This is an optimization exercise on Yosys and OpenROAD, whose aim is small area, not a production implementation. Only simulation tests tie the RTL to the original design; equivalence was not proved. Power is estimated from default activity; no workload was simulated.

--- design/flow/flow/run.sh ---
#!/bin/bash
# The standard layout (standard.sh), with these changes: the port buffers
# that global placement inserts are the smallest buffer (buf_1); the clock
# tree is built from clkbuf_8 without dummy loads; after global routing,
# gates off the critical paths are downsized (RECOVER_POWER) and
# flow/post_grt.tcl repairs slew and capacitance again. Everything the flow
# prints goes to standard.log in the work folder.
set -euo pipefail
export BUFFER_PORTS_ARGS="-buffer_cell sky130_fd_sc_hd__buf_1"
export CTS_ARGS="-sink_clustering_enable -repair_clock_nets -buf_list sky130_fd_sc_hd__clkbuf_8 -dont_use_dummy_load"
export RECOVER_POWER=100
export POST_GLOBAL_ROUTE_TCL="$PWD/flow/post_grt.tcl"
bash standard.sh > standard.log 2>&1
--- design/flow/flow/post_grt.tcl ---
# After power recovery has downsized gates off the critical paths, repair
# any max-slew or max-capacitance violation that left, as the standard
# global route step does after its own repairs.
log_cmd estimate_parasitics -global_routing
repair_design_helper
log_cmd global_route -start_incremental
log_cmd detailed_placement
log_cmd global_route -end_incremental
--- design/flow/standard.sh ---
#!/bin/bash
# synth_recipe.tcl (not shown) runs the flow's synth.tcl, then flattens the netlist and writes it again
# the make line also repeats each setting of config.mk as NAME=value (left out here)
make -C /OpenROAD-flow-scripts/flow DESIGN_CONFIG=/design/flow/config.mk WORK_HOME=/design/flow/orfs CLKGATE_MAP_FILE= SYNTH_SCRIPT=/design/flow/synth_recipe.tcl "${@:-finish}"
--- design/flow/config.mk ---
export PLATFORM = sky130hd
export DESIGN_NAME = flappyBird
export DESIGN_NICKNAME = flappyBird
export VERILOG_FILES = /design/flow/design.v
export SDC_FILE = /design/flow/constraint.sdc
export NUM_CORES = 4
export LEC_CHECK = 0
export CAP_MARGIN = 20
export CORE_MARGIN = 2
export CORE_UTILIZATION = 40
export SLEW_MARGIN = 20
--- design/flow/constraint.sdc ---
create_clock -name core_clock -period 10.0 [get_ports {clk}]
set_input_delay 2.0000 -clock core_clock [delete_from_list [all_inputs] [get_ports {clk}]]
set_output_delay 2.0000 -clock core_clock [all_outputs]
set_load 0.01 [all_outputs]
--- design/flow/design.v ---
module flappyBird
	(
		clk,
		resetn,    
		flap_n,    
		x,
		y,
		colour,
		plot,
		HEX0,
		HEX1
	);
	input			clk;
	input			resetn;
	input			flap_n;
	output	[7:0]	x;
	output	[6:0]	y;
	output	[2:0]	colour;
	output			plot;
	output	[6:0]	HEX1;
	output	[6:0]	HEX0;
	localparam	S_CLRSET   = 4'b0000,
				S_ERASESET = 4'b0001,
				S_INITSET  = 4'b0010,
				S_NVSET    = 4'b0011,
				S_WFRAME   = 4'b0100,
				S_CHECK    = 4'b0101,
				S_CONT     = 4'b0110,
				S_WFLAP    = 4'b0111,
				S_CLR      = 4'b1000,
				S_ERASE    = 4'b1001,
				S_INIT     = 4'b1010,
				S_NV       = 4'b1011;
	localparam	P_FIRST = 2'd0,
				P_BC    = 2'd1,    
				P_UP    = 2'd2,
				P_LO    = 2'd3;
	reg [3:0] st;
	reg [1:0] ph;
	reg [1:0] k;         
	reg [7:0] c;         
	reg [6:0] r;         
	reg [7:0] xP1, xP2, xP3;
	reg nw1, nw2, nw3;
	reg [1:0] m1, m2, m3;
	wire [6:0] yP1 = nw1 ? 7'd40 : {2'b01, m1, 3'b100};
	wire [6:0] yP2 = nw2 ? 7'd60 : {4'd3 + {2'b00, m2}, 3'b010};
	wire [6:0] yP3 = nw3 ? 7'd30 : {4'd5 + {2'b00, m3}, 3'b110};
	reg [6:0] cy7;       
	wire signed [7:0] curY = {&cy7[6:1], cy7};
	reg [6:0] oldY;
	reg signed [4:0] v;   
	reg [7:0] points;
	reg wrapped;         
	reg coll;
	reg fs;              
	reg [12:0] lf;       
	reg [1:0] j;         
	wire plotSt = st[3];
	wire clrSt  = (st == S_CLR);
	wire passSt = st[3] & (st[1] | st[0]);
	wire cur    = st[3] & st[1];                    
	wire oldcur = ~st[3] & ~st[2] & st[1];          
	wire setup  = ~st[3] & ~st[2];                  
	wire drop   = (st == S_CONT);
	wire fm     = (lf == 13'h0001);
	wire [1:0] speed = (points >= 8'd20) ? 2'd3 :
	                   (points >= 8'd5)  ? 2'd2 :
	                   wrapped ? 2'd3 : 2'd1;
	wire [6:0] yB = oldcur ? curY[6:0] : oldY;
	wire inX1 = (xP1 >= 8'd72) && (xP1 <= 8'd82);
	wire inX2 = (xP2 >= 8'd72) && (xP2 <= 8'd82);
	wire inX3 = (xP3 >= 8'd72) && (xP3 <= 8'd82);
	wire [6:0] yPx = ({7{inX1}} & yP1) | ({7{inX2}} & yP2) | ({7{inX3}} & yP3);
	wire [7:0] gd = {1'b0, yB} + {1'b1, ~yPx};
	wire collNow = (inX1 | inX2 | inX3) & ~((gd >= 8'd1) && (gd <= 8'd34));
	wire flapActive = fs & ~coll;
	wire first   = (ph == P_FIRST);
	wire bc      = (ph == P_BC);
	wire up      = (ph == P_UP);
	wire lo      = (ph == P_LO);
	wire game    = ~clrSt;                        
	wire bird    = (k == 2'd3);
	wire rowEnd  = (c[2:0] == 3'd6);
	wire at5     = (c[2:0] == 3'd5);
	wire upEnd   = up & at5 & (r == 7'd0);
	wire loEnd   = lo & at5 & (r == 7'd119);
	wire bcEnd   = bc & (c[3:0] == 4'd15);
	wire c160    = (c == 8'd160);
	wire [7:0] xsel = (k == 2'd0) ? xP1 : (k == 2'd1) ? xP2 : (k == 2'd2) ? xP3 : 8'd78;
	wire coinK   = (xsel >= 8'd82);
	wire nextPipe = bcEnd | (loEnd & ~coinK);
	wire lastPix  = nextPipe & (k == 2'd2);
	wire [1:0] idx = nextPipe ? k + 2'd1 : k;
	wire ns = (idx == 2'd0) ? nw1 : (idx == 2'd1) ? nw2 : nw3;
	wire [1:0] ms = (idx == 2'd0) ? m1 : (idx == 2'd1) ? m2 : m3;
	reg [6:0] ysel;
	always @(*)
		case ({idx, ns})
			3'b000:  ysel = {2'b01, ms, 3'b100};
			3'b001:  ysel = 7'd40;
			3'b010:  ysel = {4'd3 + {2'b00, ms}, 3'b010};
			3'b011:  ysel = 7'd60;
			3'b101:  ysel = 7'd30;
			3'b111:  ysel = 7'd30;
			default: ysel = {4'd5 + {2'b00, ms}, 3'b110};
		endcase
	wire rl = game & (bcEnd | upEnd | loEnd);
	wire ri = clrSt ? (c160 & ~first) : ((bc & (c[1:0] != 2'd3)) | (lo & rowEnd));
	wire rd = game & up & rowEnd;
	wire r3 = game & bc & (c[1:0] == 2'd3);
	wire [6:0] kadd = nextPipe ? 7'd0 : up ? 7'd40 : 7'd19;
	wire [6:0] ra = rl ? ysel : r;
	wire [6:0] rb = rl ? kadd : r3 ? 7'h7d : {{6{rd}}, ri | rd};
	wire [6:0] rnext = ra + rb;
	wire cz = first | (clrSt ? c160 : (bcEnd | ((up | lo) & rowEnd) | upEnd | loEnd));
	wire [7:0] cnext = c + 8'd1;
	always @(posedge clk) begin
		if (setup) begin
			ph <= P_FIRST;
			k <= 2'd3;
		end
		else if (clrSt) begin
			if (first)
				ph <= P_UP;
		end
		else begin
			if (first)
				ph <= P_BC;
			if (bcEnd)
				ph <= P_UP;
			if (upEnd)
				ph <= P_LO;
			if (loEnd)
				ph <= coinK ? P_BC : P_UP;
			if (nextPipe)
				k <= idx;
		end
		r <= setup ? (oldcur | st[0] ? yB : 7'd0) : rnext;
		c <= (setup | cz) ? 8'd0 : cnext;
	end
	wire [2:0] xoff  = bc ? {1'b0, c[3:2]} : {c[2] & ~c[1], c[1] & ~c[2], c[0]};
	assign x = (clrSt | first) ? c : xsel + {5'd0, xoff};
	assign y = first ? 7'd0 : r;
	assign colour[0] = 1'b0;
	assign colour[1] = first ? (st == S_ERASE) : (cur & ~(bc & bird));
	assign colour[2] = first ? ((st == S_ERASE) & (xP3 >= 8'd82)) : (cur & bc);
	assign plot = plotSt;
	always @(posedge clk) begin
		if (!resetn)
			st <= S_CLRSET;
		else
			case (st)
				S_CLR:      st <= (r == 7'd120) ? S_INITSET : S_CLR;
				S_INIT:     st <= lastPix ? S_WFLAP : S_INIT;
				S_ERASE:    st <= lastPix ? S_NVSET : S_ERASE;
				S_NV:       st <= lastPix ? S_CHECK : S_NV;
				S_WFLAP:    st <= flap_n ? S_WFLAP : S_WFRAME;
				S_WFRAME:   st <= fm ? S_ERASESET : S_WFRAME;
				S_CHECK:    st <= S_CONT;
				S_CONT:     st <= S_WFRAME;
				default:    st <= {2'b10, st[1:0]};    
			endcase
	end
	wire cpar = (xP1 >= 8'd82) ^ (xP2 >= 8'd82) ^ (xP3 >= 8'd82);
	wire [1:0] tj = j + {cpar, 1'b1};
	wire [1:0] m = ~tj;              
	wire move = oldcur & ~coll;
	wire [1:0] amt = move ? speed : 2'd0;
	wire w1 = oldcur && (xP1 < {6'd0, speed});
	wire w2 = oldcur && (xP2 < {6'd0, speed});
	wire w3 = oldcur && (xP3 < {6'd0, speed});
	wire [7:0] xm1 = xP1 - {6'd0, amt};
	wire [7:0] xm2 = xP2 - {6'd0, amt};
	wire [7:0] xm3 = xP3 - {6'd0, amt};
	wire s1 = (xP1[7:3] == 5'b01001) && (xP1[2:0] < {1'b0, speed});
	wire s2 = (xP2[7:3] == 5'b01001) && (xP2[2:0] < {1'b0, speed});
	wire s3 = (xP3[7:3] == 5'b01001) && (xP3[2:0] < {1'b0, speed});
	wire inc = move & (s1 | s2 | s3);
	always @(posedge clk) begin
		if (!resetn) begin
			xP1 <= 8'd135; nw1 <= 1'b1;
			xP2 <= 8'd20;  nw2 <= 1'b1;
			xP3 <= 8'd60;  nw3 <= 1'b1;
			points <= 8'd0;
			wrapped <= 1'b0;
		end
		else begin
			xP1 <= w1 ? 8'd160 : xm1;
			xP2 <= w2 ? 8'd160 : xm2;
			xP3 <= w3 ? 8'd160 : xm3;
			if (w1) begin nw1 <= 1'b0; m1 <= m; end
			if (w2) begin nw2 <= 1'b0; m2 <= m; end
			if (w3) begin nw3 <= 1'b0; m3 <= m; end
			points <= points + {7'd0, inc};
			if (inc && (points == 8'd255))
				wrapped <= 1'b1;
		end
	end
	always @(posedge clk) begin
		if (!resetn)
			coll <= 1'b0;
		else if (collNow)
			coll <= 1'b1;
	end
	always @(posedge clk) begin
		if (!resetn)
			fs <= 1'b0;
		else
			fs <= ~fs & ~flap_n;
	end
	reg lt;
	always @(*)
		case ({curY[7], curY[1:0]})
			3'b001:  lt = (v == -5'sd2);
			3'b000:  lt = (v == -5'sd2) | (v == -5'sd1);
			3'b111:  lt = (v == -5'sd2) | (v == -5'sd1) | (v == 5'sd0);
			3'b110:  lt = (v == -5'sd2) | (v == -5'sd1) | (v == 5'sd0) | (v == 5'sd1);
			default: lt = 1'b0;
		endcase
	wire nearTop = (curY[7:1] == 7'd0) | (curY[7:1] == 7'h7f);
	wire fall = drop & ~flapActive;
	wire signed [4:0] mv = fall ? v : (drop & ~(nearTop & lt)) ? -5'sd2 : 5'sd0;
	wire signed [8:0] e = curY + mv;
	wire low = (e > 116);
	always @(posedge clk) begin
		if (!resetn) begin
			cy7 <= 7'd58;
			oldY <= 7'd58;
			v <= -5'sd2;
		end
		else begin
			if (drop)
				oldY <= cy7;
			v <= flapActive ? -5'sd2 : v + {4'd0, fall & ~low};
			cy7 <= (fall & e[8]) ? 7'd0 : (fall & low) ? 7'd116 : e[6:0];
		end
	end
	always @(posedge clk) begin
		if (!resetn) begin
			lf <= 13'h0001;
			j <= 2'd0;
		end
		else begin
			j <= j + {1'b0, fm};
			lf <= (lf == 13'h0b43) ? 13'h0001 : {lf[11:0], lf[12] ^ lf[3] ^ lf[2] ^ lf[0]};
		end
	end
	decoder dec0(
		.in(points[3:0]),
		.hex(HEX0)
		);
	decoder dec1(
		.in(points[7:4]),
		.hex(HEX1)
		);
endmodule
module decoder(in, hex);
	input [3:0] in;
	output [6:0] hex;
	assign hex[0] = ~((in[3] | in[2] | in[1] | ~in[0]) & (in[3] | ~in[2] | in[1] | in[0])
		& (~in[3] | ~in[2] | in[1] | ~in[0]) & (~in[3] | in[2] | ~in[1] | ~in[0]));
	assign hex[1] = ~((in[3] | ~in[2] | in[1] | ~in[0]) & (~in[3] | ~in[2] | in[1] | in[0])
		& (~in[3] | ~in[1] | ~in[0]) & (~in[2] | ~in[1] | in[0]));
	assign hex[2] = ~((~in[3] | ~in[2] | in[1] | in[0]) & (in[3] | in[2] | ~in[1] | in[0])
		& (~in[3] | ~in[2] | ~in[1]));
	assign hex[3] = ~((in[3] | ~in[2] | in[1] | in[0]) & (in[3] | in[2] | in[1] | ~in[0])
		& (~in[2] | ~in[1] | ~in[0]) & (~in[3] | in[2] | ~in[1] | in[0]));
	assign hex[4] = ~((in[3] | ~in[2] | in[1]) & (in[2] | in[1] | ~in[0]) & (in[3] | ~in[0]));
	assign hex[5] = ~((~in[3] | ~in[2] | in[1] | ~in[0]) & (in[3] | in[2] | ~in[0])
		& (in[3] | in[2] | ~in[1]) & (in[3] | ~in[1] | ~in[0]));
	assign hex[6] = ~((in[3] | in[2] | in[1]) & (in[3] | ~in[2] | ~in[1] | ~in[0])
		& (~in[3] | ~in[2] | in[1] | in[0]));
endmodule
==> run_results.csv, run 1 <==
group,metric,value,unit
run_status,status,"complete, no violations",
global_route,grt_pass1_vias,5590,
worst_setup_path,crit_slowest_cell,"a21boi_1",
yosys,syn_area,7129,um^2
worst_setup_path,startpoint_type,"register",
timing,setup_viol,0,
worst_setup_path,crit_type,"register to register",
clocking,cts_buffers,9,
clocking,clk_pin_slew,0.09,ns
yosys,synth_edf_count,6,
drt,drc,0,
yosys,syn-instance-count,900,
timing,tightest_slew,0.8229,ns
clocking,cts_tree,"yes",
timing,finalSetupTns,0,ns
timing,finalHoldWorstSlack,0.4385,ns
yosys,ys_ff_latch,101,
timing,finClkSkew,0.03396,ns
timing,report.final.slew_viol_count,0,
die,start_util,0.4108,
yosys,avgSynthCellArea,7.921,um^2
timing,fin_crit,5.387,ns
yosys,ys_seq_area_frac,0.2920,
die,core,17360,um^2
timing,final.setup.worst_slack,4.613,ns
drt,wl_per_cell,14.92,um
yosys,synth.net_count,962,
die,die_area,18910,um^2
min_path,hold_path_class,"register to register",
layout,area.growth.synth_to_final,5.142,%
clocking,cts.sinks,101,
place,place_ws,5.129,ns
clocking,cts_max_level,3,
yosys,async_flop_share,0,
place,dp_hpwl,12570,um
timing,finalHoldViolCount,0,
pwr,ir_worst_vdd,69.44,uV
clocking,cts-root-buf,"clkbuf_8",
die,placementRows,48,
global_route,grt_antenna_before_repair,0,
drt,drt_first_pass_iters,7,
clocking,cts_setup_buffers,0,
yosys,yosysWarnings,1,
worst_setup_path,worstPathRequired,10.25,ns
clocking,ctsLongestPathBuffers,2,
pwr,cellPowerDensity,96.92,nW/um^2
layout,final_net_count,970,
yosys,ys.flop_type,"dfxtp_1",
drt,ant_nets,0,
global_route,grt_max_degree,41,
global_route,grt_overflow_total,0,
worst_setup_path,worst_setup_path_end_kind,"register",
clocking,hold_buffers,0,
drt,vias,6119,
die,die_w,137.5,um
worst_setup_path,worstPathCellList,"inv_1 > ha_1 > nor2b_1 > o31ai_1 > o311ai_0 > a21boi_1 > mux2i_1 > a2bb2oi_1 > and2_0 > inv_1 > ha_1 > nor2_1 > a21oi_1 > o21ai_0 > o311ai_0 > ha_1 > a21o_1 > a21oi_1 > xor2_1 > mux2i_1",
worst_setup_path,crit_buf_inv,2,
worst_setup_path,arrival,5.64,ns
die,die_h,137.5,um
place,port_buffers,34,
drt,viasPerCell,5.410,
global_route,grt_pass1_wl,28110,um
drt,routed_wl,16880,um
clocking,cts_resized,0,
worst_setup_path,crit_top_cell,"ha_1",
yosys,synth_cell_types,78,
layout,diodes,0,
timing,finalCritPeriodShare,0.5387,
timing,fmax,185.6,MHz
run,max_cap_violations,0,
clocking,clkLatencyLatePin,0.40,ns
layout,layout-drive-gt1-share,0.03863,
die,io_pins,36,
drt,drtIter0Drc,412,
place,gp_congestion,0.8606,
timing,maxSlewHeadroom,0.4372,
worst_setup_path,cp_slowest_stage_delay,0.69,ns
worst_setup_path,cp_top_family,"compound AO/OA/AOI/OAI gates",
pwr,leakage,3.000,nW
global_route,grt_util_all_layers,0.1875,
worst_setup_path,critPathMaxFanout,16,
path summary, 6_finish.rpt:
check	from	endpoint	slack (ns)	cells past startpoint
max	k[1]$_SDFFE_PP1P_	r[6]$_DFF_P_	4.61	20
max reg2reg	k[1]$_SDFFE_PP1P_	r[6]$_DFF_P_	4.61	20
min reg2reg	fs$_SDFF_PN0_	fs$_SDFF_PN0_	0.44	1
min	fs$_SDFF_PN0_	fs$_SDFF_PN0_	0.44	1
synthesized netlist by cell type, types with 4 or more instances:
| master | instances | area share |
|---|---|---|
| nand4_1 | 5 | 0.0044 |
| nor2_1 | 93 | 0.049 |
| a22o_1 | 9 | 0.011 |
| nand2_1 | 98 | 0.052 |
| mux2_2 | 8 | 0.013 |
| fa_1 | 7 | 0.020 |
| nor2b_1 | 17 | 0.015 |
| o21ai_0 | 65 | 0.046 |
| o31ai_1 | 5 | 0.0053 |
| nor4b_1 | 4 | 0.0049 |
| o21a_1 | 5 | 0.0053 |
| ha_1 | 52 | 0.091 |
| o22ai_1 | 5 | 0.0044 |
| dfxtp_1 | 95 | 0.27 |
| nand3_1 | 23 | 0.016 |
| inv_1 | 46 | 0.024 |
| nand3b_1 | 7 | 0.0074 |
| a31oi_1 | 7 | 0.0061 |
| a211oi_1 | 5 | 0.0053 |
| and3_1 | 6 | 0.0053 |
| o211ai_1 | 6 | 0.0063 |
| and2_1 | 26 | 0.023 |
| nor3_1 | 28 | 0.020 |
| a21o_1 | 11 | 0.012 |
| xnor2_1 | 35 | 0.043 |
| clkbuf_1 | 35 | 0.018 |
| nor3b_1 | 8 | 0.0084 |
| nor4_1 | 12 | 0.011 |
| nand2b_1 | 14 | 0.012 |
| mux2i_1 | 8 | 0.011 |
| xor2_1 | 26 | 0.032 |
| edfxtp_1 | 6 | 0.025 |
| or3_1 | 13 | 0.011 |
| a21oi_1 | 48 | 0.034 |
state kept, by name (all words and copies together) (netlist names), 7 cells and up:
name / count
r: 7
points: 8
c: 8
xP3: 8
oldY: 7
lf: 13
xP1: 8
cy7: 7
xP2: 8
power breakdown:
part           total (mW)  internal [mW]  switching [mW]
clock network       0.215         0.0811           0.134
logic              0.0778         0.0319          0.0459
registers           0.434          0.418          0.0158
total               0.727          0.531           0.196
through the flow:
step | power [mW] | util | instance area, um^2 | cells
6_report | 0.7265 | 0.4319 | 7496 | 1131
4_1_cts | 0.7360 | 0.4325 | 7506 | 1130
3_5_place_dp | 0.5205 | 0.4253 | 7382 | 1121
3_3_place_gp | 0.5202 | 0.4253 | 7382 | 1121
2_1_floorplan | 0.4995 | - | 7129 | 900
cell usage in the layout, fill, tap and decap left out, types with 9 or more instances in the layout:
master | netlist | final
a21o_1 | 11 | 11
nor4_1 | 12 | 12
and2_1 | 26 | 10
o21ai_0 | 65 | 65
ha_1 | 52 | 52
nor2b_1 | 17 | 18
clkbuf_8 | 0 | 9
xnor2_1 | 35 | 35
nand2_1 | 98 | 98
nand2b_1 | 14 | 14
a21oi_1 | 48 | 48
or3_1 | 13 | 13
a22o_1 | 9 | 9
dfxtp_1 | 95 | 95
buf_1 | 1 | 34
nand3_1 | 23 | 23
nor2_1 | 93 | 93
xor2_1 | 26 | 26
inv_1 | 46 | 46
nor3_1 | 28 | 28
and2_0 | 1 | 17
routing by layer:
layer	global-route usage	vias up	wire [um]
met5	0	-	0
met4	0.04525	0	269
met3	0.03900	23	833
met2	0.2935	132	7305
met1	0.2636	2801	8467
li1	-	3163	-
cells by family (layout without fill, tap and decap cells):
group / after synthesis / in the layout / share of synthesized area
and+or+nand+nor: 369 / 369 / 0.2582
buffers and inverters: 88 / 94 / 0.05037
xor gates and xnor gates: 61 / 61 / 0.07494
muxes: 16 / 16 / 0.02387
adders and majority gates: 60 / 60 / 0.1123
DFF: 101 / 101 / 0.2920
other: 1 / 1 / 0.0005260
AOI/OAI and AO/OA: 204 / 204 / 0.1878
cell type report:
| cell class | count | area [um^2] |
|---|---|---|
| fill | 1783 | 9861 |
| multi-input combinational | 711 | 4656 |
| sequential | 101 | 2082 |
| tap | 225 | 281.5 |
| timing repair buffer | 39 | 180.2 |
| inverter | 46 | 172.7 |
| clock buffer | 9 | 123.9 |
==> run 2, diff against run 1 <==
--- a/design/flow/design.v
+++ b/design/flow/design.v
@@ -37,7 +37,7 @@
 				P_LO    = 2'd3;
 	reg [3:0] st;
 	reg [1:0] ph;
-	reg [1:0] k;         
+	reg [2:0] k;         
 	reg [7:0] c;         
 	reg [6:0] r;         
 	reg [7:0] xP1, xP2, xP3;
@@ -80,29 +80,28 @@
 	wire up      = (ph == P_UP);
 	wire lo      = (ph == P_LO);
 	wire game    = ~clrSt;                        
-	wire bird    = (k == 2'd3);
+	wire bird    = (k == 3'd0);
 	wire rowEnd  = (c[2:0] == 3'd6);
 	wire at5     = (c[2:0] == 3'd5);
 	wire upEnd   = up & at5 & (r == 7'd0);
 	wire loEnd   = lo & at5 & (r == 7'd119);
 	wire bcEnd   = bc & (c[3:0] == 4'd15);
 	wire c160    = (c == 8'd160);
-	wire [7:0] xsel = (k == 2'd0) ? xP1 : (k == 2'd1) ? xP2 : (k == 2'd2) ? xP3 : 8'd78;
+	wire [7:0] xsel = ({8{k[0]}} & xP1) | ({8{k[1]}} & xP2) | ({8{k[2]}} & xP3) | ({8{bird}} & 8'd78);
 	wire coinK   = (xsel >= 8'd82);
 	wire nextPipe = bcEnd | (loEnd & ~coinK);
-	wire lastPix  = nextPipe & (k == 2'd2);
-	wire [1:0] idx = nextPipe ? k + 2'd1 : k;
-	wire ns = (idx == 2'd0) ? nw1 : (idx == 2'd1) ? nw2 : nw3;
-	wire [1:0] ms = (idx == 2'd0) ? m1 : (idx == 2'd1) ? m2 : m3;
+	wire lastPix  = nextPipe & k[2];
+	wire [2:0] idx = nextPipe ? {k[1], k[0], bird} : k;
+	wire ns = (idx[0] & nw1) | (idx[1] & nw2) | (idx[2] & nw3);
+	wire [1:0] ms = ({2{idx[0]}} & m1) | ({2{idx[1]}} & m2) | ({2{idx[2]}} & m3);
 	reg [6:0] ysel;
 	always @(*)
-		case ({idx, ns})
-			3'b000:  ysel = {2'b01, ms, 3'b100};
-			3'b001:  ysel = 7'd40;
-			3'b010:  ysel = {4'd3 + {2'b00, ms}, 3'b010};
-			3'b011:  ysel = 7'd60;
-			3'b101:  ysel = 7'd30;
-			3'b111:  ysel = 7'd30;
+		casez ({idx[1:0], ns})
+			3'b?10:  ysel = {2'b01, ms, 3'b100};
+			3'b?11:  ysel = 7'd40;
+			3'b100:  ysel = {4'd3 + {2'b00, ms}, 3'b010};
+			3'b101:  ysel = 7'd60;
+			3'b001:  ysel = 7'd30;
 			default: ysel = {4'd5 + {2'b00, ms}, 3'b110};
 		endcase
 	wire rl = game & (bcEnd | upEnd | loEnd);
@@ -118,7 +117,7 @@
 	always @(posedge clk) begin
 		if (setup) begin
 			ph <= P_FIRST;
-			k <= 2'd3;
+			k <= 3'd0;
 		end
 		else if (clrSt) begin
 			if (first)
==> design/flow/flow/run.sh (replaced) <==
#!/bin/bash
# The standard layout (standard.sh), with two changes: the port buffers
# that global placement inserts are the smallest buffer (buf_1), and the
# clock tree is built from clkbuf_8 without dummy loads. Everything the
# flow prints goes to standard.log in the work folder.
set -euo pipefail
export BUFFER_PORTS_ARGS="-buffer_cell sky130_fd_sc_hd__buf_1"
export CTS_ARGS="-sink_clustering_enable -repair_clock_nets -buf_list sky130_fd_sc_hd__clkbuf_8 -dont_use_dummy_load"
bash standard.sh > standard.log 2>&1
removed: design/flow/flow/post_grt.tcl
==> run_results.csv, run 2 <==
group,metric,value,unit
yosys,async_flop_share,0,
yosys,syn-instance-count,892,
timing,finClkSkew,0.02024,ns
worst_setup_path,worst_setup_path_end_kind,"primary output",
die,io_pins,36,
place,gp_congestion,0.8991,
layout,diodes,0,
global_route,grt_pass1_wl,28250,um
yosys,synth_edf_count,6,
worst_setup_path,cp.depth,10,
die,core,17300,um^2
timing,fmax,197.3,MHz
yosys,yosysTopAreaCell,"dfxtp_1",
drt,drt_first_pass_iters,7,
layout,largest_register,"lf",
global_route,grt_util_all_layers,0.1892,
global_route,grt_pass1_vias,5599,
clocking,ctsLongestPathBuffers,2,
timing,finalCritPeriodShare,0.5069,
pwr,p_total,0.7314,mW
place,port_buffers,34,
drt,vias,6242,
place,dp_hpwl,12860,um
clocking,clk_pin_slew,0.09,ns
yosys,synth.net_count,950,
die,start_util,0.4096,
clocking,cts_resized,0,
yosys,netlist_top_cells_area,"dfxtp_1 27%, ha_1 8.5%, nand2_1 5.1%",
worst_setup_path,r2r_cells,18,
timing,finalSetupTns,0,ns
min_path,hold_path_class,"register to register",
drt,viasPerCell,5.568,
timing,tightest_slew,0.9132,ns
clocking,cts_max_level,3,
drt,ant_nets,0,
worst_setup_path,r2r_end,"r[6]$_DFF_P_",
yosys,synth_top_area_frac,0.2712,
worst_setup_path,critPathMaxFanout,20,
pwr,leakage,2.969,nW
die,die_w,137.1,um
min_path,whs_endpoint,"oldY[2]$_SDFFE_PN0N_",
global_route,grt_overflow_total,0,
clocking,clkLatencyLatePin,0.38,ns
yosys,ys.flop_type,"dfxtp_1",
drt,drtIter0Drc,483,
layout,largest_reg_flops,13,
worst_setup_path,r2r_slack,5.13,ns
timing,maxSlewHeadroom,0.3826,
pwr,cellPowerDensity,98.01,nW/um^2
timing,finalHoldViolCount,0,
worst_setup_path,crit_slowest_cell,"dfxtp_1",
clocking,cts_tree,"yes",
worst_setup_path,worstPathRequired,8.00,ns
worst_setup_path,startpoint_type,"register",
worst_setup_path,r2r-start,"k[1]$_SDFFE_PP0P_",
timing,fin_crit,5.069,ns
timing,finalHoldWorstSlack,0.4587,ns
drt,drc,0,
yosys,yosysWarnings,1,
die,die_h,137.1,um
timing,setup_viol,0,
timing,grt_setup_unrepaired,"false",
yosys,syn_area,7086,um^2
clocking,cts_buffers,9,
drt,routed_wl,17180,um
min_path,holdPathStages,2,
drt,wl_per_cell,15.33,um
worst_setup_path,cp_top_family,"flip-flops",
worst_setup_path,arrival,3.07,ns
min_path,hold_start,"oldY[2]$_SDFFE_PN0N_",
yosys,synth.most_common_cell,"nand2_1",
worst_setup_path,worstPathCellList,"or3_1 > nand2_1 > ha_1 > a21o_1 > a21oi_1 > a211oi_1 > nand2_1 > xor2_1 > o21ai_0 > buf_1",
global_route,grt_antenna_before_repair,0,
worst_setup_path,crit_type,"register to primary output",
worst_setup_path,crit_top_cell,"nand2_1",
worst_setup_path,crit_buf_inv,1,
die,die_area,18800,um^2
clocking,hold_buffers,0,
yosys,ys_ff_latch,102,
timing,report.final.slew_viol_count,0,
yosys,synth_cell_types,69,
layout,area.growth.synth_to_final,5.315,%
yosys,synth_commonest_cells,"97 x nand2_1, 96 x dfxtp_1, 82 x nor2_1",
layout,final_net_count,956,
layout,fillers,1833,
run_status,status,"complete, no violations",
pwr,ir_worst_vdd,51.52,uV
clocking,cts_setup_buffers,0,
worst_setup_path,cp_slowest_stage_delay,0.73,ns
yosys,avgSynthCellArea,7.943,um^2
layout,layout_commonest_cell,"nand2_1",
die,placementRows,48,
clocking,cts.sinks,102,
clocking,cts-root-buf,"clkbuf_8",
global_route,grt_max_degree,42,
run,max_cap_violations,0,
layout,layout-drive-gt1-share,0.03906,
yosys,ys_seq_area_frac,0.2967,
layout,mostFrequentLayoutCells,"97 x nand2_1, 96 x dfxtp_1, 82 x nor2_1, 63 x a21oi_1, 61 x o21ai_0",
[run 2: cell types whose count changed after synthesis, moves of 4 or more]
cell,before,now
and2_1,26,21
nor3b_1,8,3
nor4_1,12,7
a222oi_1,0,7
nand4_1,5,10
nor3_1,28,21
a21oi_1,48,63
a22o_1,9,3
ha_1,52,48
nor2_1,93,82
o21ai_0,65,61
[run 2: metrics by stage]
stage               utilization  setup slack [ns]  instances  cell area, um^2
global route             0.4314             4.624       1121             7462
detailed placement       0.4243             5.186       1112             7338
CTS                      0.4314             4.928       1121             7462
finish                   0.4314             4.931       1121             7462
floorplan                     -             5.578        892             7086
global placement         0.4243             5.270       1112             7338
[run 2: layout make-up]
cell class	count	area (um^2)	area share
inverter	45	168.9	0.02264
multi-input combinational	701	4621	0.6192
sequential	102	2102	0.2817
timing repair buffer	39	165.2	0.02213
tap	225	281.5	0.03773
clock buffer	9	123.9	0.01660
[run 2: cell families (layout without fill, tap and decap cells)]
logic type	after synthesis	count (layout)	share of synthesized area
AND/OR/NAND/NOR	339	339	0.2349
other	1	1	0.0005292
flip-flops	102	102	0.2967
adder cells (fa/ha/maj)	57	57	0.1074
XOR/XNOR	62	62	0.07664
multiplexers	19	19	0.02967
buffers and inverters	89	93	0.05121
AO/OA/AOI/OAI	223	223	0.2031
[run 2: how the worst max path moves through the flow]
stage / from / to / slack, ns
finish: k[1]$_SDFFE_PP0P_ / x[7] / 4.93
global route: k[1]$_SDFFE_PP0P_ / x[7] / 4.62
CTS: k[1]$_SDFFE_PP0P_ / x[7] / 4.93
detailed placement: k[1]$_SDFFE_PP0P_ / r[6]$_DFF_P_ / 5.19
global placement: k[1]$_SDFFE_PP0P_ / r[6]$_DFF_P_ / 5.27
floorplan: ph[0]$_SDFFE_PP0P_ / x[6] / 5.58
[run 2: routing by layer]
metal / GRT usage / vias to the layer above / part of all wire
li1: - / 3144 / -
met1: 0.2613 / 2894 / 0.48
met2: 0.2968 / 171 / 0.44
met3: 0.03407 / 33 / 0.051
met4: 0.06357 / 0 / 0.022
met5: 0 / - / 0
[run 2: worst register-to-register path: cells and delay by family (launching register included)]
| kind | cells | cell delay (ns) |
|---|---|---|
| xor gates and xnor gates | 1 | 0.15 |
| DFF | 1 | 0.51 |
| AOI/OAI and AO/OA | 7 | 1.39 |
| and+or+nand+nor | 3 | 1.18 |
| buffers and inverters | 2 | 0.19 |
| muxes | 3 | 0.73 |
| adders and majority gates | 2 | 0.59 |
[run 2: report_power, final]
group / total [mW] / internal [mW] / leakage [nW] / switching [mW]
registers: 0.439 / 0.422 / 0.834 / 0.0164
logic: 0.0782 / 0.0321 / 2.07 / 0.0462
clock network: 0.215 / 0.0812 / 0.0647 / 0.133
==> run 3, diff against run 2 <==
--- a/design/flow/config.mk
+++ b/design/flow/config.mk
@@ -7,5 +7,6 @@
 export LEC_CHECK = 0
 export CAP_MARGIN = 20
 export CORE_MARGIN = 2
-export CORE_UTILIZATION = 40
+export CORE_UTILIZATION = 55
+export PLACE_DENSITY = 0.7
 export SLEW_MARGIN = 20
==> run_results.csv, run 3 <==
group,metric,value,unit
drt,drt_first_pass_iters,6,
worst_setup_path,startpoint_type,"register",
yosys,synth_top_area_frac,0.2712,
yosys,ys_ff_latch,102,
yosys,avgSynthCellArea,7.943,um^2
die,core,12620,um^2
timing,grt_setup_unrepaired,"false",
timing,maxSlewHeadroom,0.4161,
yosys,netlist_top_cells_area,"dfxtp_1 27%, ha_1 8.5%, nand2_1 5.1%",
die,placementRows,41,
layout,largest_register,"lf",
timing,report.final.slew_viol_count,0,
global_route,grt_overflow_total,0,
clocking,cts-root-buf,"clkbuf_8",
place,port_buffers,34,
layout,layout-drive-gt1-share,0.04125,
pwr,p_int,0.5358,mW
timing,finalSetupTns,0,ns
timing,tightest_slew,0.8637,ns
global_route,grt-busiest-layer,"met2",
timing,fmax,194.3,MHz
pwr,clkPwrFrac,0.291,
drt,viasPerCell,5.997,
clocking,ctsLongestPathBuffers,2,
drt,vias,6411,
place,dp_hpwl,12910,um
clocking,cts_buffers,9,
min_path,hold_path_class,"register to register",
global_route,gr-usage-met2,0.4119,
global_route,grt_pass1_vias,6086,
clocking,hold_buffers,0,
clocking,cts_setup_buffers,0,
layout,diodes,0,
pwr,switchingPower,0.1925,mW
worst_setup_path,arrival,3.15,ns
clocking,clk_pin_slew,0.11,ns
yosys,synth_commonest_cells,"97 x nand2_1, 96 x dfxtp_1, 82 x nor2_1",
clocking,cts.sinks,102,
layout,mostFrequentLayoutCells,"97 x nand2_1, 96 x dfxtp_1, 82 x nor2_1, 63 x a21oi_1, 61 x o21ai_0",
place,place_ws,5.079,ns
yosys,ys.flop_type,"dfxtp_1",
clocking,clkLatencyLatePin,0.39,ns
pwr,pwr-share-seq,0.601,
global_route,grt_use_met1,0.3271,
global_route,grt_pass1_wl,28720,um
yosys,yosysTopAreaCell,"dfxtp_1",
worst_setup_path,r2r-start,"k[1]$_SDFFE_PP0P_",
timing,finalHoldViolCount,0,
die,start_util,0.5615,
worst_setup_path,worstPathRequired,8.00,ns
drt,ant_nets,0,
yosys,syn-instance-count,892,
worst_setup_path,worstPathCellList,"or3_1 > nand2_1 > ha_1 > a21o_1 > a21oi_1 > a211oi_1 > nand2_1 > xor2_1 > o21ai_0 > buf_1",
timing,fin_crit,5.147,ns
yosys,synth.net_count,950,
drt,drc,0,
worst_setup_path,crit_top_cell,"nand2_1",
pwr,leakage,2.973,nW
worst_setup_path,crit_buf_inv,1,
worst_setup_path,startpoint,"k[1]$_SDFFE_PP0P_",
layout,area.growth.synth_to_final,4.574,%
clocking,cts_resized,0,
run_status,status,"complete, no violations",
global_route,grt.met3_usage,0.03537,
yosys,ys_seq_area_frac,0.2967,
timing,final.setup.worst_slack,4.853,ns
pwr,ir_worst_vdd,57.04,uV
yosys,yosysWarnings,1,
die,io_pins,36,
layout,final_net_count,957,
worst_setup_path,cp_slowest_stage_delay,0.75,ns
layout,layout_commonest_cell,"nand2_1",
yosys,synth.most_common_cell,"nand2_1",
pwr,p_comb_frac,0.108,
yosys,synth_edf_count,6,
yosys,async_flop_share,0,
drt,routed_wl,17110,um
pwr,cellPowerDensity,98.30,nW/um^2
run,max_cap_violations,0,
pwr,p_sw_frac,0.2643,
drt,wl_per_cell,16.00,um
timing,setup_viol,0,
yosys,synth_cell_types,69,
die,die_area,13810,um^2
clocking,cts_max_level,3,
clocking,cts_tree,"yes",
layout,largest_reg_flops,13,
global_route,grt_max_degree,42,
timing,finalCritPeriodShare,0.5147,
global_route,grt_util_all_layers,0.2505,
yosys,syn_area,7086,um^2
drt,drtIter0Drc,457,
timing,finClkSkew,0.02907,ns
worst_setup_path,worst_setup_path_end_kind,"primary output",
worst_setup_path,critPathMaxFanout,20,
worst_setup_path,cp_top_family,"flip-flops",
layout,fillers,1153,
die,die_w,117.5,um
place,gp_congestion,0.9090,
worst_setup_path,crit_type,"register to primary output",
die,die_h,117.5,um
worst_setup_path,crit_slowest_cell,"dfxtp_1",
min_path,hold_start,"lf[5]$_SDFF_PP0_",
global_route,grt_antenna_before_repair,0,
==> run 3: cell counts after synthesis <==
No cell type changed its count.
==> run 3: worst paths after layout <==
| check | endpoint | slack, ns | cells after the start |
|---|---|---|---|
| worst max register to register | r[6]$_DFF_P_ | 5.03 | 18 |
| worst min-delay path | lf[6]$_SDFF_PP0_ | 0.44 | 1 |
| worst max-delay path | x[7] | 4.85 | 10 |
| worst min register to register | lf[6]$_SDFF_PP0_ | 0.44 | 1 |
==> run 3: final cells by class <==
type	count	area [um^2]	area share
well taps	172	215.2	0.02904
flip-flops and latches	102	2102	0.2837
inverters	45	168.9	0.02280
multi-input cells	701	4627	0.6245
repair buffers	40	172.7	0.02330
clock buffers	9	123.9	0.01672
==> run 3: kinds of logic (layout without fill, tap and decap cells) <==
| group | count (synthesis) | in the layout | synth area share |
|---|---|---|---|
| other | 1 | 1 | 0.0005292 |
| AOI/OAI and AO/OA | 223 | 223 | 0.2031 |
| muxes | 19 | 19 | 0.02967 |
| xor gates and xnor gates | 62 | 62 | 0.07664 |
| DFF | 102 | 102 | 0.2967 |
| and+or+nand+nor | 339 | 339 | 0.2349 |
| adders and majority gates | 57 | 57 | 0.1074 |
| buffers and inverters | 89 | 94 | 0.05121 |
==> run 3: power by group through the flow <==
| stage | logic, mW | clock network (mW) | registers [mW] |
|---|---|---|---|
| floorplan | 0.0629 | 0 | 0.439 |
| global placement | 0.0762 | 0 | 0.446 |
| detailed placement | 0.0783 | 0 | 0.447 |
| CTS | 0.0787 | 0.218 | 0.437 |
| global route | 0.0884 | 0.236 | 0.440 |
| finish | 0.0785 | 0.212 | 0.438 |
==> run 3: stage by stage <==
stage          cells    util  total power [mW]  hold slack [ns]  area, um^2
4_1_cts         1069  0.5867            0.7337           0.4537        7403
3_5_place_dp    1060  0.5768            0.5252           0.4325        7279
3_3_place_gp    1060  0.5768            0.5224           0.4386        7279
2_1_floorplan    892       -            0.5019           0.4117        7086
5_1_grt         1069  0.5872            0.7642           0.4785        7410
6_report        1069  0.5872            0.7283           0.4435        7410
==> run 3: per-layer routing <==
layer	part of all wire	wire, um
met3	0.061	1035
met2	0.47	7992
met5	0	0
met4	0.029	495
met1	0.44	7584
==> run 4, diff against run 3 <==
--- a/design/flow/design.v
+++ b/design/flow/design.v
@@ -87,7 +87,7 @@
 	wire loEnd   = lo & at5 & (r == 7'd119);
 	wire bcEnd   = bc & (c[3:0] == 4'd15);
 	wire c160    = (c == 8'd160);
-	wire [7:0] xsel = ({8{k[0]}} & xP1) | ({8{k[1]}} & xP2) | ({8{k[2]}} & xP3) | ({8{bird}} & 8'd78);
+	wire [7:0] xsel = ({8{k[0]}} & xP1) | ({8{k[1]}} & xP2) | ({8{k[2]}} & xP3);
 	wire coinK   = (xsel >= 8'd82);
 	wire nextPipe = bcEnd | (loEnd & ~coinK);
 	wire lastPix  = nextPipe & k[2];
@@ -138,8 +138,9 @@
 		r <= setup ? (oldcur | st[0] ? yB : 7'd0) : rnext;
 		c <= (setup | cz) ? 8'd0 : cnext;
 	end
-	wire [2:0] xoff  = bc ? {1'b0, c[3:2]} : {c[2] & ~c[1], c[1] & ~c[2], c[0]};
-	assign x = (clrSt | first) ? c : xsel + {5'd0, xoff};
+	wire [7:0] xbase = xsel | ({8{bird & ~first & ~clrSt}} & 8'd78) | ({8{clrSt}} & c);
+	wire [2:0] xoff  = clrSt ? 3'd0 : bc ? {1'b0, c[3:2]} : {c[2] & ~c[1], c[1] & ~c[2], c[0]};
+	assign x = xbase + {5'd0, xoff};
 	assign y = first ? 7'd0 : r;
 	assign colour[0] = 1'b0;
 	assign colour[1] = first ? (st == S_ERASE) : (cur & ~(bc & bird));
==> run_results.csv, run 4 <==
group,metric,value,unit
run_status,status,"complete, no violations",
global_route,grt_antenna_before_repair,0,
drt,routed_wl,16960,um
place,placed_cell_area,7244,um^2
die,start_util,0.5615,
layout,layout_commonest_cell,"dfxtp_1",
drt,viasPerCell,5.942,
yosys,netlist_top_cells_area,"dfxtp_1 27%, ha_1 8.5%, nand2_1 4.8%",
clocking,cts_setup_buffers,0,
yosys,synth.net_count,956,
clocking,ctsLongestPathBuffers,2,
timing,setup_viol,0,
timing,fin_crit,5.154,ns
timing,finalHoldWorstSlack,0.4589,ns
place,port_buffers,34,
timing,finClkSkew,0.02792,ns
worst_setup_path,startpoint_type,"register",
layout,largest_register,"lf",
worst_setup_path,worst_setup_path_end_kind,"primary output",
timing,final.setup.worst_slack,4.846,ns
drt,vias,6376,
layout,fillers,1177,
timing,finalCritPeriodShare,0.5154,
place,gp_congestion,0.9479,
clocking,cts-root-buf,"clkbuf_8",
pwr,leakage,3.014,nW
yosys,yosysTopAreaCell,"dfxtp_1",
clocking,clkLatencyLatePin,0.39,ns
layout,area.growth.synth_to_final,4.415,%
yosys,synth.most_common_cell,"dfxtp_1",
layout,multiInputGateArea,4597,um^2
yosys,synth_commonest_cells,"96 x dfxtp_1, 90 x nand2_1, 80 x nor2_1",
timing,finalSetupTns,0,ns
layout,final_net_count,961,
pwr,ir_worst_vdd,88.91,uV
global_route,grt_pass1_wl,28010,um
yosys,synth_edf_count,6,
clocking,cts_tree,"yes",
drt,wl_per_cell,15.81,um
layout,diodes,0,
layout,register_area,2102,um^2
layout,largest_reg_flops,13,
clocking,cts_max_level,3,
yosys,syn-instance-count,898,
layout,final_cell_count_no_fill,1073,
die,die_area,13750,um^2
clocking,hold_buffers,0,
die,core,12570,um^2
yosys,ys_seq_area_frac,0.2979,
clocking,clk_pin_slew,0.09,ns
clocking,cts_resized,0,
yosys,synth_top_area_frac,0.2723,
drt,drc,0,
min_path,hold_path_class,"register to register",
yosys,ys_ff_latch,102,
layout,final_cell_area,7368,um^2
global_route,grt_max_degree,42,
global_route,grt_util_all_layers,0.2560,
yosys,ys.flop_type,"dfxtp_1",
drt,drtIter0Drc,516,
timing,tightest_slew,0.9084,ns
timing,fmax,194.0,MHz
run,max_cap_violations,0,
timing,finalHoldViolCount,0,
global_route,grt_pass1_vias,5905,
global_route,grt_overflow_total,0,
clocking,cts.sinks,102,
worst_setup_path,arrival,3.15,ns
yosys,yosysWarnings,1,
yosys,avgSynthCellArea,7.858,um^2
place,placed_cells,1064,
yosys,syn_area,7057,um^2
timing,maxSlewHeadroom,0.3858,
die,die_h,117.3,um
yosys,synth_cell_types,64,
drt,drt_first_pass_iters,6,
pwr,cellPowerDensity,99.98,nW/um^2
layout,layout-drive-gt1-share,0.03441,
min_path,holdPathStages,2,
worst_setup_path,worstPathRequired,8.00,ns
place,dp_hpwl,12810,um
clocking,cts_buffers,9,
yosys,async_flop_share,0,
worst_setup_path,critPathMaxFanout,12,
timing,grt_setup_unrepaired,"false",
timing,report.final.slew_viol_count,0,
layout,mostFrequentLayoutCells,"96 x dfxtp_1, 90 x nand2_1, 80 x nor2_1, 66 x a21oi_1, 53 x o21ai_0",
place,place_ws,5.110,ns
die,placementRows,41,
worst_setup_path,crit_type,"register to primary output",
worst_setup_path,r2r_cells,21,
die,io_pins,36,
drt,ant_nets,0,
die,die_w,117.3,um
-- run 4: cell types whose count changed after synthesis, moves of 7 or more --
cell | previous run | this run
nand2b_1 | 14 | 21
o21ai_0 | 61 | 53
and2_1 | 21 | 30
nand3_1 | 24 | 31
nand2_1 | 97 | 90
-- run 4: cells by family after synthesis --
| kind of cell | Yosys count | share of synthesized area |
|---|---|---|
| AOI/OAI and AO/OA | 212 | 0.1890 |
| other | 1 | 0.0005314 |
| buffers and inverters | 89 | 0.05071 |
| DFF | 102 | 0.2979 |
| adders and majority gates | 55 | 0.1050 |
| xor gates and xnor gates | 57 | 0.07074 |
| and+or+nand+nor | 362 | 0.2562 |
| muxes | 20 | 0.02997 |
-- run 4: worst paths after layout --
check                                           from                   end  slack, ns
worst min register to register  oldY[6]$_SDFFE_PN0P_  oldY[6]$_SDFFE_PN0P_       0.46
worst max-delay path              ph[0]$_SDFFE_PP0P_                  x[6]       4.85
worst min-delay path            oldY[6]$_SDFFE_PN0P_  oldY[6]$_SDFFE_PN0P_       0.46
worst max register to register     k[0]$_SDFFE_PP0P_          r[6]$_DFF_P_       5.03
-- run 4: report_power, final --
group	total, mW	switching (mW)	internal [mW]
sequential	0.440	0.0169	0.423
clock	0.208	0.127	0.0810
combinational	0.0887	0.0529	0.0357
total	0.737	0.197	0.540
-- run 4: cell type report --
type / count / share of cell area
well taps: 172 / 0.02921
inverters: 44 / 0.02241
flip-flops and latches: 102 / 0.2853
repair buffers: 39 / 0.02241
multi-input cells: 707 / 0.6239
clock buffers: 9 / 0.01681
-- run 4: metrics by stage --
stage	power (mW)	util
finish	0.7367	0.5863
detailed placement	0.5370	0.5764
global route	0.7699	0.5863
CTS	0.7437	0.5863
global placement	0.5344	0.5764
floorplan	0.5116	-
-- run 4: critical path, stage by stage (launching register included) --
cell and delay, ns:
dfxtp_1 0.56, nor2b_1 0.45, a21oi_1 0.15, nor2_1 0.13
ha_1 0.19, inv_1 0.06, fa_1 0.41, nor2b_1 0.12
o21ai_0 0.12, nor3b_1 0.25, xor2_1 0.18, buf_1 0.17
-- run 4: routing by layer --
metal,vias up,GRT usage,share of wire
met2,201,0.4184,0.46
met3,35,0.05098,0.057
met4,0,0.1020,0.029
li1,3169,-,-
met5,-,0,0
met1,2971,0.3330,0.45
==> run 5, diff against run 4 <==
==> design/flow/flow/run.sh (replaced) <==
#!/bin/bash
# The standard layout (standard.sh), with two changes: the port buffers
# that global placement inserts are the smallest buffer (buf_1), and the
# clock tree is built from clkbuf_16 without dummy loads. Everything the
# flow prints goes to standard.log in the work folder.
set -euo pipefail
export BUFFER_PORTS_ARGS="-buffer_cell sky130_fd_sc_hd__buf_1"
export CTS_ARGS="-sink_clustering_enable -repair_clock_nets -buf_list sky130_fd_sc_hd__clkbuf_16 -dont_use_dummy_load"
bash standard.sh > standard.log 2>&1
==> run_results.csv, run 5 <==
group,metric,value,unit
run_status,status,"complete, no violations",
clocking,cts_setup_buffers,0,
pwr,ir_worst_vdd,114.9,uV
global_route,grt_antenna_before_repair,0,
timing,setup_viol,0,
drt,ant_nets,0,
die,io_pins,36,
drt,drc,0,
layout,mostFrequentLayoutCells,"96 x dfxtp_1, 90 x nand2_1, 80 x nor2_1, 66 x a21oi_1, 53 x o21ai_0",
worst_setup_path,crit_top_cell,"nand3_1",
timing,tightest_slew,0.9322,ns
yosys,ys_ff_latch,102,
clocking,clk_pin_slew,0.06,ns
clocking,ctsLongestPathBuffers,2,
timing,fmax,195.7,MHz
drt,wl_per_cell,15.82,um
layout,final_cell_count_no_fill,1073,
die,start_util,0.5615,
pwr,cellPowerDensity,110.5,nW/um^2
worst_setup_path,critPathMaxFanout,21,
die,die_w,117.3,um
drt,drt_first_pass_iters,9,
die,core,12570,um^2
yosys,ys_seq_area_frac,0.2979,
timing,finalHoldViolCount,0,
yosys,synth_cell_types,64,
run,max_cap_violations,0,
timing,finalSetupTns,0,ns
place,placed_cell_area,7244,um^2
layout,layout-drive-gt1-share,0.03441,
layout,area.growth.synth_to_final,5.851,%
clocking,cts_resized,0,
worst_setup_path,worstPathRequired,8.00,ns
yosys,syn-instance-count,898,
layout,final_cell_area,7470,um^2
clocking,cts.sinks,102,
min_path,hold_path_class,"register to register",
clocking,cts-root-buf,"clkbuf_16",
worst_setup_path,worstPathCellList,"nor3_1 > nand3_1 > nand3_1 > inv_1 > fa_1 > nor2b_1 > o21ai_0 > nor3b_1 > xor2_1 > buf_1",
worst_setup_path,crit_type,"register to primary output",
timing,fin_crit,5.111,ns
timing,report.final.slew_viol_count,0,
yosys,async_flop_share,0,
die,die_area,13750,um^2
worst_setup_path,arrival,3.11,ns
layout,final_net_count,961,
worst_setup_path,startpoint_type,"register",
drt,viasPerCell,5.977,
timing,maxSlewHeadroom,0.3698,
layout,layout_commonest_cell,"dfxtp_1",
yosys,synth.most_common_cell,"dfxtp_1",
place,gp_congestion,0.9479,
timing,finClkSkew,0.01889,ns
yosys,netlist_top_cells_area,"dfxtp_1 27%, ha_1 8.5%, nand2_1 4.8%",
global_route,grt_pass1_vias,5860,
global_route,grt_max_degree,42,
clocking,clkLatencyLatePin,0.36,ns
die,die_h,117.3,um
global_route,grt_pass1_wl,27940,um
clocking,cts_tree,"yes",
worst_setup_path,crit_slowest_cell,"dfxtp_1",
timing,grt_setup_unrepaired,"false",
timing,finalCritPeriodShare,0.5111,
clocking,cts_buffers,9,
clocking,hold_buffers,0,
yosys,yosysTopAreaCell,"dfxtp_1",
worst_setup_path,worst_setup_path_end_kind,"primary output",
drt,vias,6413,
global_route,grt_util_all_layers,0.2553,
place,dp_hpwl,12810,um
yosys,syn_area,7057,um^2
global_route,grt_overflow_total,0,
place,port_buffers,34,
layout,largest_register,"lf",
clocking,cts_max_level,3,
drt,routed_wl,16980,um
pwr,leakage,3.061,nW
yosys,ys.flop_type,"dfxtp_1",
die,placementRows,41,
yosys,synth_commonest_cells,"96 x dfxtp_1, 90 x nand2_1, 80 x nor2_1",
yosys,synth.net_count,956,
yosys,synth_top_area_frac,0.2723,
drt,drtIter0Drc,582,
layout,diodes,0,
yosys,avgSynthCellArea,7.858,um^2
layout,fin_util,0.5943,
place,placed_cells,1064,
layout,largest_reg_flops,13,
yosys,synth_edf_count,6,
worst_setup_path,cp_slowest_stage_delay,0.53,ns
yosys,yosysWarnings,1,
## run 5: cell counts after synthesis
Identical to the previous run, type by type.
## run 5: path summary, 6_finish.rpt
kind	from	endpoint	slack [ns]	cells past startpoint
worst max register to register	k[0]$_SDFFE_PP0P_	r[6]$_DFF_P_	4.98	21
worst min register to register	oldY[6]$_SDFFE_PN0P_	oldY[6]$_SDFFE_PN0P_	0.46	2
worst max-delay path	k[0]$_SDFFE_PP0P_	x[6]	4.89	10
worst min-delay path	oldY[6]$_SDFFE_PN0P_	oldY[6]$_SDFFE_PN0P_	0.46	2
## run 5: power by group
part,internal (mW),leakage [nW],switching [mW]
Sequential,0.424,0.835,0.0169
Combinational,0.0358,2.11,0.0531
Clock,0.159,0.111,0.137
Total,0.618,3.06,0.207
## run 5: area by class of cell
cell class | count | area (um^2)
Clock buffer | 9 | 225.2
Fill cell | 1162 | 5099
Multi-Input combinational cell | 707 | 4597
Inverter | 44 | 165.2
Timing Repair Buffer | 39 | 165.2
Sequential cell | 102 | 2102
Tap cell | 172 | 215.2
## run 5: stage by stage
| stage | worst slack [ns] | power, mW | hold WS, ns |
|---|---|---|---|
| floorplan | 5.485 | 0.5116 | 0.4117 |
| global placement | 5.378 | 0.5344 | 0.4328 |
| detailed placement | 5.110 | 0.5370 | 0.4403 |
| CTS | 4.929 | 0.8311 | 0.4574 |
| global route | 4.511 | 0.8597 | 0.4733 |
| finish | 4.889 | 0.8254 | 0.4567 |
## run 5: cell families (layout without fill, tap and decap cells)
| kind of cell | after synthesis | after routing | synth area share |
|---|---|---|---|
| compound gates | 212 | 212 | 0.1890 |
| xor+xnor | 57 | 57 | 0.07074 |
| fa+ha+maj | 55 | 55 | 0.1050 |
| buf+inv | 89 | 92 | 0.05071 |
| flops | 102 | 102 | 0.2979 |
| mux | 20 | 20 | 0.02997 |
| other cells | 1 | 1 | 0.0005314 |
| simple gates | 362 | 362 | 0.2562 |
## run 5: metal layers
metal / global-route usage / vias up / part of all wire
met4: 0.09490 / 0 / 0.028
met1: 0.3330 / 2958 / 0.45
li1: - / 3179 / -
met3: 0.05355 / 39 / 0.062
met5: 0 / - / 0
met2: 0.4172 / 237 / 0.46
## run 5: critical path: cells and delay by family, from the launching register on
kind,cells,cell delay (ns)
flops,1,0.53
compound gates,1,0.12
simple gates,5,1.25
fa+ha+maj,1,0.43
buf+inv,2,0.24
xor+xnor,1,0.18

afterwards: timing with drivers on the ports:
In the flow no input, the clock included, has a driving cell. The finished layouts below were timed again as built, in two steps. Step 1: set_driving_cell puts a clkbuf_16 on clk and a buf_2 on each other input, an assumption about the parent block. Step 2 times the ports against the registers' clock, not the clock port: input delays grow and output delays shrink by t, the midpoint of the rising clock arrivals with the driver on. a / b / c = ideal ports / drivers / drivers and shift; a / b = the first two.
| run | t, ns | slack for setup (ns) | worst setup path at the end | worst data-port slew with drivers (ns) | cell pins on the clock port's net |
|---|---|---|---|---|---|
| run 1 | 0.415 | 4.613 / 4.603 / 4.613 | register to register | 0.03 | 1 |
| run 2 | 0.405 | 4.931 / 4.895 / 5.132 | register to register | 0.03 | 1 |
| run 3 | 0.412 | 4.853 / 4.813 / 5.029 | register to register | 0.03 | 1 |
| run 4 | 0.410 | 4.846 / 4.810 / 5.031 | register to register | 0.03 | 1 |
| run 5 | 0.388 | 4.889 / 4.849 / 4.983 | register to register | 0.03 | 1 |
After both steps every run listed still meets setup and hold.
